Context: an optimization exercise on an open-source flow, tuned for small area, a short achievable clock period and few clock cycles. The choices shown serve that exercise and are no tape-out recipe. Function was checked by simulation only, so behaviour that the tests miss may differ from the original. Power and IR drop assume default switching activity.

==> 04-23: inputs <==
==> flow/design.v (excerpt) <==
module nanocpu(p_address,p_data,d_address,d_wdata,d_rdata,mem_wr,clock,nreset);
==> module nanocpu, before the edit <==
module nanocpu(p_address,p_data,d_address,d_wdata,d_rdata,mem_wr,clock,nreset);
output 	[31:0]	p_address;
input 	[31:0]	p_data;
output	[31:0]	d_address;
output			mem_wr;
output	[31:0]	d_wdata;
input	[31:0]	d_rdata;
input			clock;
input			nreset;
localparam ORI=6'b010000;
localparam ORUI=6'b010001;
localparam ADD=6'b000001;
localparam LW=6'b011000;
localparam SW=6'b011100;
localparam BEQ=6'b100100;
localparam JMP=6'b110000;
localparam R_SUM=3'd0, R_OR=3'd1, R_AND=3'd2, R_XOR=3'd3, R_Y=3'd4, R_MEM=3'd5;
reg	[29:0]	pc;
assign p_address = {pc, 2'b00};
wire	f_jmp = (p_data[31:26] == JMP);
reg	[31:0]	ir;
reg		vd_q;
wire	[5:0]	op = ir[31:26];
wire	[4:0]	rs = ir[25:21];
wire	[4:0]	rt = ir[20:16];
wire	[4:0]	rd = ir[15:11];
wire	[2:0]	fn = ir[2:0];
wire	[15:0]	imm = ir[15:0];
wire	d_ori  = (op == ORI);
wire	d_orui = (op == ORUI);
wire	d_add  = (op == ADD);
wire	d_lw   = (op == LW);
wire	d_sw   = (op == SW);
wire	d_beq  = (op == BEQ);
reg		v_q;
reg	[31:0]	a_q, y_q, b_q;
reg		cin_c_q, cin_k_q, c_inv_q, c_en_q;
reg	[2:0]	rsel_q;
reg		we_q, sw_q, beq_q;
reg	[4:0]	rw_q;
reg		c_q;
reg		v3_q, we3_q, ld3_q, sw3_q;
reg	[4:0]	rw3_q;
reg	[31:0]	res3_q, wd3_q;
wire	[31:0]	ex_res;
wire		ex_fw = v_q & we_q & (rsel_q != R_MEM);
wire		ld2 = v_q & (rsel_q == R_MEM);
wire		wb_we = v3_q & we3_q;
wire	[31:0]	wb_data = ld3_q ? d_rdata : res3_q;
wire	[31:0]	rf_a, rf_b;
regfile	REGFILE(rf_a, rf_b, wb_data, rs, rt, rw3_q, wb_we, clock);
wire	[31:0]	A = (ex_fw && rw_q == rs) ? ex_res : (wb_we && rw3_q == rs) ? wb_data : rf_a;
wire	[31:0]	B = (ex_fw && rw_q == rt) ? ex_res : (wb_we && rw3_q == rt) ? wb_data : rf_b;
wire	uses_rt = ~(d_ori | d_orui | d_lw);
wire	stall = ld2 & ((rw_q == rs) | (uses_rt & (rw_q == rt)));
wire	[29:0]	pc_br = pc + {{14{imm[15]}}, imm};
reg	[31:0]	a_d, y_d;
reg		cin_c_d, cin_k_d, c_inv_d, c_en_d, we_d;
reg	[2:0]	rsel_d;
reg	[4:0]	rw_d;
always @(*)
begin
	a_d = A;
	y_d = B;
	cin_c_d = 1'b1; cin_k_d = 1'b0; c_inv_d = 1'b0; c_en_d = 1'b1;
	rsel_d = R_SUM; we_d = 1'b0; rw_d = rd;
	case (op)
	ORI:  begin y_d = {16'b0, imm}; rsel_d = R_OR; c_en_d = 1'b0; we_d = 1'b1; rw_d = rt; end
	ORUI: begin y_d = {imm, 16'b0}; rsel_d = R_OR; c_en_d = 1'b0; we_d = 1'b1; rw_d = rt; end
	LW:   begin y_d = {{16{imm[15]}}, imm}; rsel_d = R_MEM; we_d = 1'b1; rw_d = rt; end
	SW:   begin y_d = {{16{imm[15]}}, imm}; end
	BEQ:  begin y_d = ~B; cin_c_d = 1'b0; cin_k_d = 1'b1; c_inv_d = 1'b1; end
	ADD:  begin
		we_d = 1'b1;
		case (fn)
		3'b000: ;
		3'b001: begin y_d = ~B; cin_c_d = 1'b0; cin_k_d = 1'b1; c_inv_d = 1'b1; end
		3'b010: begin rsel_d = R_OR;  c_en_d = 1'b0; end
		3'b011: begin rsel_d = R_AND; c_en_d = 1'b0; end
		3'b100: begin rsel_d = R_XOR; c_en_d = 1'b0; end
		3'b101: begin a_d = 32'b0; y_d = ~A; cin_c_d = 1'b0; cin_k_d = 1'b1; c_en_d = 1'b0; end
		3'b110: begin y_d = ~A; rsel_d = R_Y; c_en_d = 1'b0; end
		default: begin y_d = ~B; rsel_d = R_Y; c_en_d = 1'b0; end
		endcase
		end
	default: ;
	endcase
end
wire	[32:0]	sum = {1'b0, a_q} + {1'b0, y_q} + {32'b0, cin_c_q ? c_q : cin_k_q};
wire		carry = sum[32];
reg	[31:0]	res;
always @(*)
begin
	case (rsel_q)
	R_OR:	res = a_q | y_q;
	R_AND:	res = a_q & y_q;
	R_XOR:	res = a_q ^ y_q;
	R_Y:	res = y_q;
	default: res = sum[31:0];
	endcase
end
assign ex_res = res;
wire	br_taken = v_q & beq_q & (&(a_q ^ y_q));
assign d_address = res3_q;
assign d_wdata = wd3_q;
assign mem_wr = v3_q & sw3_q;
always @(posedge clock)
begin
	if (!nreset) begin
		pc <= 30'd0;
		vd_q <= 1'b0;
		v_q <= 1'b0;
		v3_q <= 1'b0;
		c_q <= 1'b0;
	end else begin
		if (br_taken) begin
			pc <= b_q[29:0];
			vd_q <= 1'b0;
		end else if (!stall) begin
			pc <= f_jmp ? {4'b0000, p_data[25:0]} : pc + 30'd1;
			vd_q <= 1'b1;
		end
		v_q <= vd_q & ~br_taken & ~stall;
		v3_q <= v_q;
		if (v_q)
			c_q <= (carry ^ c_inv_q) & c_en_q;
	end
end
always @(posedge clock)
begin
	if (!stall)
		ir <= p_data;
	a_q <= a_d;
	y_q <= y_d;
	b_q <= d_beq ? {2'b00, pc_br} : B;
	cin_c_q <= cin_c_d;
	cin_k_q <= cin_k_d;
	c_inv_q <= c_inv_d;
	c_en_q <= c_en_d;
	rsel_q <= rsel_d;
	we_q <= we_d;
	sw_q <= d_sw;
	beq_q <= d_beq;
	rw_q <= rw_d;
	we3_q <= we_q;
	ld3_q <= (rsel_q == R_MEM);
	sw3_q <= sw_q;
	rw3_q <= rw_q;
	res3_q <= res;
	wd3_q <= b_q;
end
endmodule
clock: 11.5 ns
lec_check: 0
cap_margin: 20
core_margin: 2
core_utilization: 40
slew_margin: 20
run.sh (not shown) runs the stock make flow with config.mk's settings and CLKGATE_MAP_FILE= SYNTH_SCRIPT=/design/flow/synth_recipe.tcl, a recipe that flattens the netlist after the stock synthesis.
==> inputs of 12-28, as changes to 04-23 <==
--- a/flow/design.v
+++ b/flow/design.v
@@ -52,26 +52,38 @@
 	3'b100: begin S=A^B; Cout=0; end
 	3'b101: begin S=-A; Cout=0; end
 	3'b110: begin S=~A; Cout=0; end
 	default: begin S=~B; Cout=0; end	
 	endcase
 end
 endmodule
 `timescale 1ns / 1ps
-module regfile(A, B, data, ra, rb, rw, we, clock);
+module regfile(A, B, data, sa, sb, rw, we, clock);
 output	[31:0]	A;
 output	[31:0]	B;
 input 	[31:0]	data;
-input 	[4:0]	ra, rb, rw;
+input 	[31:0]	sa, sb;
+input 	[4:0]	rw;
 input			we;
 input			clock;
 reg		[31:0] regs[31:0];
-assign A = regs[ra];
-assign B = regs[rb];
+reg	[31:0]	ra_out, rb_out;
+integer i;
+always @(*)
+begin
+	ra_out = 32'b0;
+	rb_out = 32'b0;
+	for (i = 0; i < 32; i = i + 1) begin
+		ra_out = ra_out | (regs[i] & {32{sa[i]}});
+		rb_out = rb_out | (regs[i] & {32{sb[i]}});
+	end
+end
+assign A = ra_out;
+assign B = rb_out;
 always @(posedge clock)
 begin
 	if (we)
 		regs[rw] <= data;
 end
 endmodule
 `timescale 1ns / 1ps
 module control(	
@@ -203,16 +215,24 @@
 localparam BEQ=6'b100100;
 localparam JMP=6'b110000;
 localparam R_SUM=3'd0, R_OR=3'd1, R_AND=3'd2, R_XOR=3'd3, R_Y=3'd4, R_MEM=3'd5;
 reg	[29:0]	pc;
 assign p_address = {pc, 2'b00};
 wire	f_jmp = (p_data[31:26] == JMP);
 reg	[31:0]	ir;
 reg		vd_q;
+reg	[31:0]	sa_q, sb_q;
+reg	[31:0]	sa_d, sb_d;
+integer k;
+always @(*)
+	for (k = 0; k < 32; k = k + 1) begin
+		sa_d[k] = (p_data[25:21] == k);
+		sb_d[k] = (p_data[20:16] == k);
+	end
 wire	[5:0]	op = ir[31:26];
 wire	[4:0]	rs = ir[25:21];
 wire	[4:0]	rt = ir[20:16];
 wire	[4:0]	rd = ir[15:11];
 wire	[2:0]	fn = ir[2:0];
 wire	[15:0]	imm = ir[15:0];
 wire	d_ori  = (op == ORI);
 wire	d_orui = (op == ORUI);
@@ -222,26 +242,26 @@
 wire	d_beq  = (op == BEQ);
 reg		v_q;
 reg	[31:0]	a_q, y_q, b_q;
 reg		cin_c_q, cin_k_q, c_inv_q, c_en_q;
 reg	[2:0]	rsel_q;
 reg		we_q, sw_q, beq_q;
 reg	[4:0]	rw_q;
 reg		c_q;
-reg		v3_q, we3_q, ld3_q, sw3_q;
+reg		v3_q, we3_q, ld3_q, mw3_q;
 reg	[4:0]	rw3_q;
 reg	[31:0]	res3_q, wd3_q;
 wire	[31:0]	ex_res;
 wire		ex_fw = v_q & we_q & (rsel_q != R_MEM);
 wire		ld2 = v_q & (rsel_q == R_MEM);
 wire		wb_we = v3_q & we3_q;
 wire	[31:0]	wb_data = ld3_q ? d_rdata : res3_q;
 wire	[31:0]	rf_a, rf_b;
-regfile	REGFILE(rf_a, rf_b, wb_data, rs, rt, rw3_q, wb_we, clock);
+regfile	REGFILE(rf_a, rf_b, wb_data, sa_q, sb_q, rw3_q, wb_we, clock);
 wire	[31:0]	A = (ex_fw && rw_q == rs) ? ex_res : (wb_we && rw3_q == rs) ? wb_data : rf_a;
 wire	[31:0]	B = (ex_fw && rw_q == rt) ? ex_res : (wb_we && rw3_q == rt) ? wb_data : rf_b;
 wire	uses_rt = ~(d_ori | d_orui | d_lw);
 wire	stall = ld2 & ((rw_q == rs) | (uses_rt & (rw_q == rt)));
 wire	[29:0]	pc_br = pc + {{14{imm[15]}}, imm};
 reg	[31:0]	a_d, y_d;
 reg		cin_c_d, cin_k_d, c_inv_d, c_en_d, we_d;
 reg	[2:0]	rsel_d;
@@ -286,55 +306,59 @@
 	R_Y:	res = y_q;
 	default: res = sum[31:0];
 	endcase
 end
 assign ex_res = res;
 wire	br_taken = v_q & beq_q & (&(a_q ^ y_q));
 assign d_address = res3_q;
 assign d_wdata = wd3_q;
-assign mem_wr = v3_q & sw3_q;
+assign mem_wr = mw3_q;
 always @(posedge clock)
 begin
 	if (!nreset) begin
 		pc <= 30'd0;
 		vd_q <= 1'b0;
 		v_q <= 1'b0;
 		v3_q <= 1'b0;
+		mw3_q <= 1'b0;
 		c_q <= 1'b0;
 	end else begin
 		if (br_taken) begin
 			pc <= b_q[29:0];
 			vd_q <= 1'b0;
 		end else if (!stall) begin
 			pc <= f_jmp ? {4'b0000, p_data[25:0]} : pc + 30'd1;
 			vd_q <= 1'b1;
 		end
 		v_q <= vd_q & ~br_taken & ~stall;
 		v3_q <= v_q;
+		mw3_q <= v_q & sw_q;
 		if (v_q)
 			c_q <= (carry ^ c_inv_q) & c_en_q;
 	end
 end
 always @(posedge clock)
 begin
-	if (!stall)
+	if (!stall) begin
 		ir <= p_data;
+		sa_q <= sa_d;
+		sb_q <= sb_d;
+	end
 	a_q <= a_d;
 	y_q <= y_d;
 	b_q <= d_beq ? {2'b00, pc_br} : B;
 	cin_c_q <= cin_c_d;
 	cin_k_q <= cin_k_d;
 	c_inv_q <= c_inv_d;
 	c_en_q <= c_en_d;
 	rsel_q <= rsel_d;
 	we_q <= we_d;
 	sw_q <= d_sw;
 	beq_q <= d_beq;
 	rw_q <= rw_d;
 	we3_q <= we_q;
 	ld3_q <= (rsel_q == R_MEM);
-	sw3_q <= sw_q;
 	rw3_q <= rw_q;
 	res3_q <= res;
 	wd3_q <= b_q;
 end
 endmodule
==> flow/flow/run.sh (new file) <==
#!/bin/bash
# The standard layout, with timing repair aimed at a tighter setup margin.
set -euo pipefail
bash standard.sh SETUP_SLACK_MARGIN=7.5 finish > standard_flow.log 2>&1
==> flow/standard.sh (new file) <==
#!/bin/bash
# synth_recipe.tcl (not shown) runs the flow's synth.tcl, then flattens the netlist and writes it again
# the make line also repeats each setting of config.mk as NAME=value (left out here)
make -C /OpenROAD-flow-scripts/flow DESIGN_CONFIG=/design/flow/config.mk WORK_HOME=/design/flow/orfs CLKGATE_MAP_FILE= SYNTH_SCRIPT=/design/flow/synth_recipe.tcl "${@:-finish}"
removed: flow/run.sh
==> inputs of 12-14, as changes to 04-23 <==
--- a/flow/design.v
+++ b/flow/design.v
@@ -200,53 +200,42 @@
 localparam ADD=6'b000001;
 localparam LW=6'b011000;
 localparam SW=6'b011100;
 localparam BEQ=6'b100100;
 localparam JMP=6'b110000;
 localparam R_SUM=3'd0, R_OR=3'd1, R_AND=3'd2, R_XOR=3'd3, R_Y=3'd4, R_MEM=3'd5;
 reg	[29:0]	pc;
 assign p_address = {pc, 2'b00};
-wire	f_jmp = (p_data[31:26] == JMP);
-reg	[31:0]	ir;
-reg		vd_q;
-wire	[5:0]	op = ir[31:26];
-wire	[4:0]	rs = ir[25:21];
-wire	[4:0]	rt = ir[20:16];
-wire	[4:0]	rd = ir[15:11];
-wire	[2:0]	fn = ir[2:0];
-wire	[15:0]	imm = ir[15:0];
+wire	[5:0]	op = p_data[31:26];
+wire	[4:0]	rs = p_data[25:21];
+wire	[4:0]	rt = p_data[20:16];
+wire	[4:0]	rd = p_data[15:11];
+wire	[2:0]	fn = p_data[2:0];
+wire	[15:0]	imm = p_data[15:0];
 wire	d_ori  = (op == ORI);
 wire	d_orui = (op == ORUI);
 wire	d_add  = (op == ADD);
 wire	d_lw   = (op == LW);
 wire	d_sw   = (op == SW);
 wire	d_beq  = (op == BEQ);
+wire	d_jmp  = (op == JMP);
 reg		v_q;
 reg	[31:0]	a_q, y_q, b_q;
 reg		cin_c_q, cin_k_q, c_inv_q, c_en_q;
 reg	[2:0]	rsel_q;
 reg		we_q, sw_q, beq_q;
 reg	[4:0]	rw_q;
 reg		c_q;
-reg		v3_q, we3_q, ld3_q, sw3_q;
-reg	[4:0]	rw3_q;
-reg	[31:0]	res3_q, wd3_q;
 wire	[31:0]	ex_res;
-wire		ex_fw = v_q & we_q & (rsel_q != R_MEM);
-wire		ld2 = v_q & (rsel_q == R_MEM);
-wire		wb_we = v3_q & we3_q;
-wire	[31:0]	wb_data = ld3_q ? d_rdata : res3_q;
+wire		ex_we = v_q & we_q;
 wire	[31:0]	rf_a, rf_b;
-regfile	REGFILE(rf_a, rf_b, wb_data, rs, rt, rw3_q, wb_we, clock);
-wire	[31:0]	A = (ex_fw && rw_q == rs) ? ex_res : (wb_we && rw3_q == rs) ? wb_data : rf_a;
-wire	[31:0]	B = (ex_fw && rw_q == rt) ? ex_res : (wb_we && rw3_q == rt) ? wb_data : rf_b;
-wire	uses_rt = ~(d_ori | d_orui | d_lw);
-wire	stall = ld2 & ((rw_q == rs) | (uses_rt & (rw_q == rt)));
-wire	[29:0]	pc_br = pc + {{14{imm[15]}}, imm};
+regfile	REGFILE(rf_a, rf_b, ex_res, rs, rt, rw_q, ex_we, clock);
+wire	[31:0]	A = (ex_we && rw_q == rs) ? ex_res : rf_a;
+wire	[31:0]	B = (ex_we && rw_q == rt) ? ex_res : rf_b;
 reg	[31:0]	a_d, y_d;
 reg		cin_c_d, cin_k_d, c_inv_d, c_en_d, we_d;
 reg	[2:0]	rsel_d;
 reg	[4:0]	rw_d;
 always @(*)
 begin
 	a_d = A;
 	y_d = B;
@@ -275,66 +264,53 @@
 	endcase
 end
 wire	[32:0]	sum = {1'b0, a_q} + {1'b0, y_q} + {32'b0, cin_c_q ? c_q : cin_k_q};
 wire		carry = sum[32];
 reg	[31:0]	res;
 always @(*)
 begin
 	case (rsel_q)
+	R_SUM:	res = sum[31:0];
 	R_OR:	res = a_q | y_q;
 	R_AND:	res = a_q & y_q;
 	R_XOR:	res = a_q ^ y_q;
 	R_Y:	res = y_q;
-	default: res = sum[31:0];
+	default: res = d_rdata;
 	endcase
 end
 assign ex_res = res;
+assign d_address = sum[31:0];
+assign d_wdata = b_q;
+assign mem_wr = v_q & sw_q;
 wire	br_taken = v_q & beq_q & (&(a_q ^ y_q));
-assign d_address = res3_q;
-assign d_wdata = wd3_q;
-assign mem_wr = v3_q & sw3_q;
+wire	[29:0]	pc_inc = pc + 30'd1;
+wire	[29:0]	pc_br = pc + {{14{b_q[15]}}, b_q[15:0]};
+wire	[29:0]	pc_jmp = {4'b0000, p_data[25:0]};
 always @(posedge clock)
 begin
 	if (!nreset) begin
 		pc <= 30'd0;
-		vd_q <= 1'b0;
 		v_q <= 1'b0;
-		v3_q <= 1'b0;
 		c_q <= 1'b0;
 	end else begin
-		if (br_taken) begin
-			pc <= b_q[29:0];
-			vd_q <= 1'b0;
-		end else if (!stall) begin
-			pc <= f_jmp ? {4'b0000, p_data[25:0]} : pc + 30'd1;
-			vd_q <= 1'b1;
-		end
-		v_q <= vd_q & ~br_taken & ~stall;
-		v3_q <= v_q;
+		pc <= br_taken ? pc_br : (d_jmp ? pc_jmp : pc_inc);
+		v_q <= ~br_taken;
 		if (v_q)
 			c_q <= (carry ^ c_inv_q) & c_en_q;
 	end
 end
 always @(posedge clock)
 begin
-	if (!stall)
-		ir <= p_data;
 	a_q <= a_d;
 	y_q <= y_d;
-	b_q <= d_beq ? {2'b00, pc_br} : B;
+	b_q <= d_beq ? {B[31:16], imm} : B;
 	cin_c_q <= cin_c_d;
 	cin_k_q <= cin_k_d;
 	c_inv_q <= c_inv_d;
 	c_en_q <= c_en_d;
 	rsel_q <= rsel_d;
 	we_q <= we_d;
 	sw_q <= d_sw;
 	beq_q <= d_beq;
 	rw_q <= rw_d;
-	we3_q <= we_q;
-	ld3_q <= (rsel_q == R_MEM);
-	sw3_q <= sw_q;
-	rw3_q <= rw_q;
-	res3_q <= res;
-	wd3_q <= b_q;
 end
 endmodule
==> impl_results.html <==
<table>
<tr><th>Metric</th><th>Value</th></tr>
<tr><th colspan="2">Place</th></tr>
<tr><td>Pre-CTS WS</td><td>5078 ps</td></tr>
<tr><td>Total cell area at the placement stage</td><td>63790 sq um</td></tr>
<tr><th colspan="2">Setup path</th></tr>
<tr><td>Worst flop-to-flop path endpoint</td><td>y_q[13]</td></tr>
<tr><td>Worst path buffer plus inverter count</td><td>2</td></tr>
<tr><th colspan="2">Outcome</th></tr>
<tr><td>Outcome</td><td>no timing/DRC/antenna violations</td></tr>
<tr><th colspan="2">STA</th></tr>
<tr><td>Setup slack of the critical path after layout</td><td>4630 ps</td></tr>
<tr><th colspan="2">Pwr</th></tr>
<tr><td>Clk network pwr share</td><td>34.9%</td></tr>
<tr><th colspan="2">Cells and area</th></tr>
<tr><td>Sequential share of cell area</td><td>49.46%</td></tr>
<tr><th colspan="2">Floorplanning</th></tr>
<tr><td>Initial Util</td><td>40.40%</td></tr>
</table>
[end of results for 12-14]
==> impl_results.html <==
<table>
<tr><th>Metric</th><th>Value</th></tr>
<tr><th colspan="2">Setup path</th></tr>
<tr><td>Worst flop-to-flop path endpoint</td><td>y_q[19]</td></tr>
<tr><th colspan="2">Floorplanning</th></tr>
<tr><td>Initial Util</td><td>40.16%</td></tr>
<tr><th colspan="2">Pwr</th></tr>
<tr><td>Clk network pwr share</td><td>36.3%</td></tr>
<tr><th colspan="2">STA</th></tr>
<tr><td>Setup slack of the critical path after layout</td><td>7343 ps</td></tr>
<tr><th colspan="2">Cells and area</th></tr>
<tr><td>Sequential share of cell area</td><td>54.77%</td></tr>
<tr><th colspan="2">Place</th></tr>
<tr><td>Pre-CTS WS</td><td>6805 ps</td></tr>
<tr><td>Total cell area at the placement stage</td><td>64650 sq um</td></tr>
<tr><th colspan="2">Outcome</th></tr>
<tr><td>Outcome</td><td>no timing/DRC/antenna violations</td></tr>
</table>
[end of results for 12-28]
==> impl_results.html <==
<table>
<tr><th>Metric</th><th>Value</th></tr>
<tr><th colspan="2">Floorplanning</th></tr>
<tr><td>Initial Util</td><td>40.28%</td></tr>
<tr><th colspan="2">STA</th></tr>
<tr><td>Setup slack of the critical path after layout</td><td>6564 ps</td></tr>
<tr><th colspan="2">Cells and area</th></tr>
<tr><td>Sequential share of cell area</td><td>51.00%</td></tr>
<tr><th colspan="2">Place</th></tr>
<tr><td>Total cell area at the placement stage</td><td>66880 sq um</td></tr>
<tr><td>Pre-CTS WS</td><td>6573 ps</td></tr>
<tr><th colspan="2">Outcome</th></tr>
<tr><td>Outcome</td><td>no timing/DRC/antenna violations</td></tr>
<tr><th colspan="2">Pwr</th></tr>
<tr><td>Clk network pwr share</td><td>35.3%</td></tr>
<tr><th colspan="2">Setup path</th></tr>
<tr><td>Worst flop-to-flop path endpoint</td><td>y_q[20]</td></tr>
</table>
[end of results for 04-23]
Testbench counts of 04-23, summed over its fixed seeds: cycles 119,108.
Testbench counts of 12-28, summed over its fixed seeds: cycles 119,108.
Testbench counts of 12-14, summed over its fixed seeds: cycles 109,667.

==> what the ideal ports hide <==
Ports are ideal in the flow. The routed layouts listed here were re-timed in OpenROAD.
Step 1: set_driving_cell puts a clkbuf_16 on clock and a buf_2 on each other input, an assumption about the parent block.
Step 2 adds t to the input delays and takes it off the output delays; t is the mean of the earliest and latest rising clock arrival at the registers after step 1. Input paths then give back, and output paths get back, about the clock's delay inside the block.
Slacks: ideal ports / drivers / drivers and shift; pairs: ideal ports / drivers.
run | t, ns | setup WS [ns] | worst hold slack (ns) | worst slew at a driven data input, ns
04-23 | 0.845 | 6.564 / 6.564 / 6.493 | 0.325 / 0.325 / 0.325 | 0.08
12-28 | 0.893 | 7.343 / 7.343 / 6.712 | 0.328 / 0.328 / 0.328 | 0.07
12-14 | 0.812 | 4.630 / 4.546 / 5.052 | 0.459 / 0.459 / 0.459 | 0.08
After both steps setup and hold are still met in every run listed. For 12-28, which loses most, drivers alone change the setup slack by 0.000 ns; drivers and shift together by -0.631 ns.
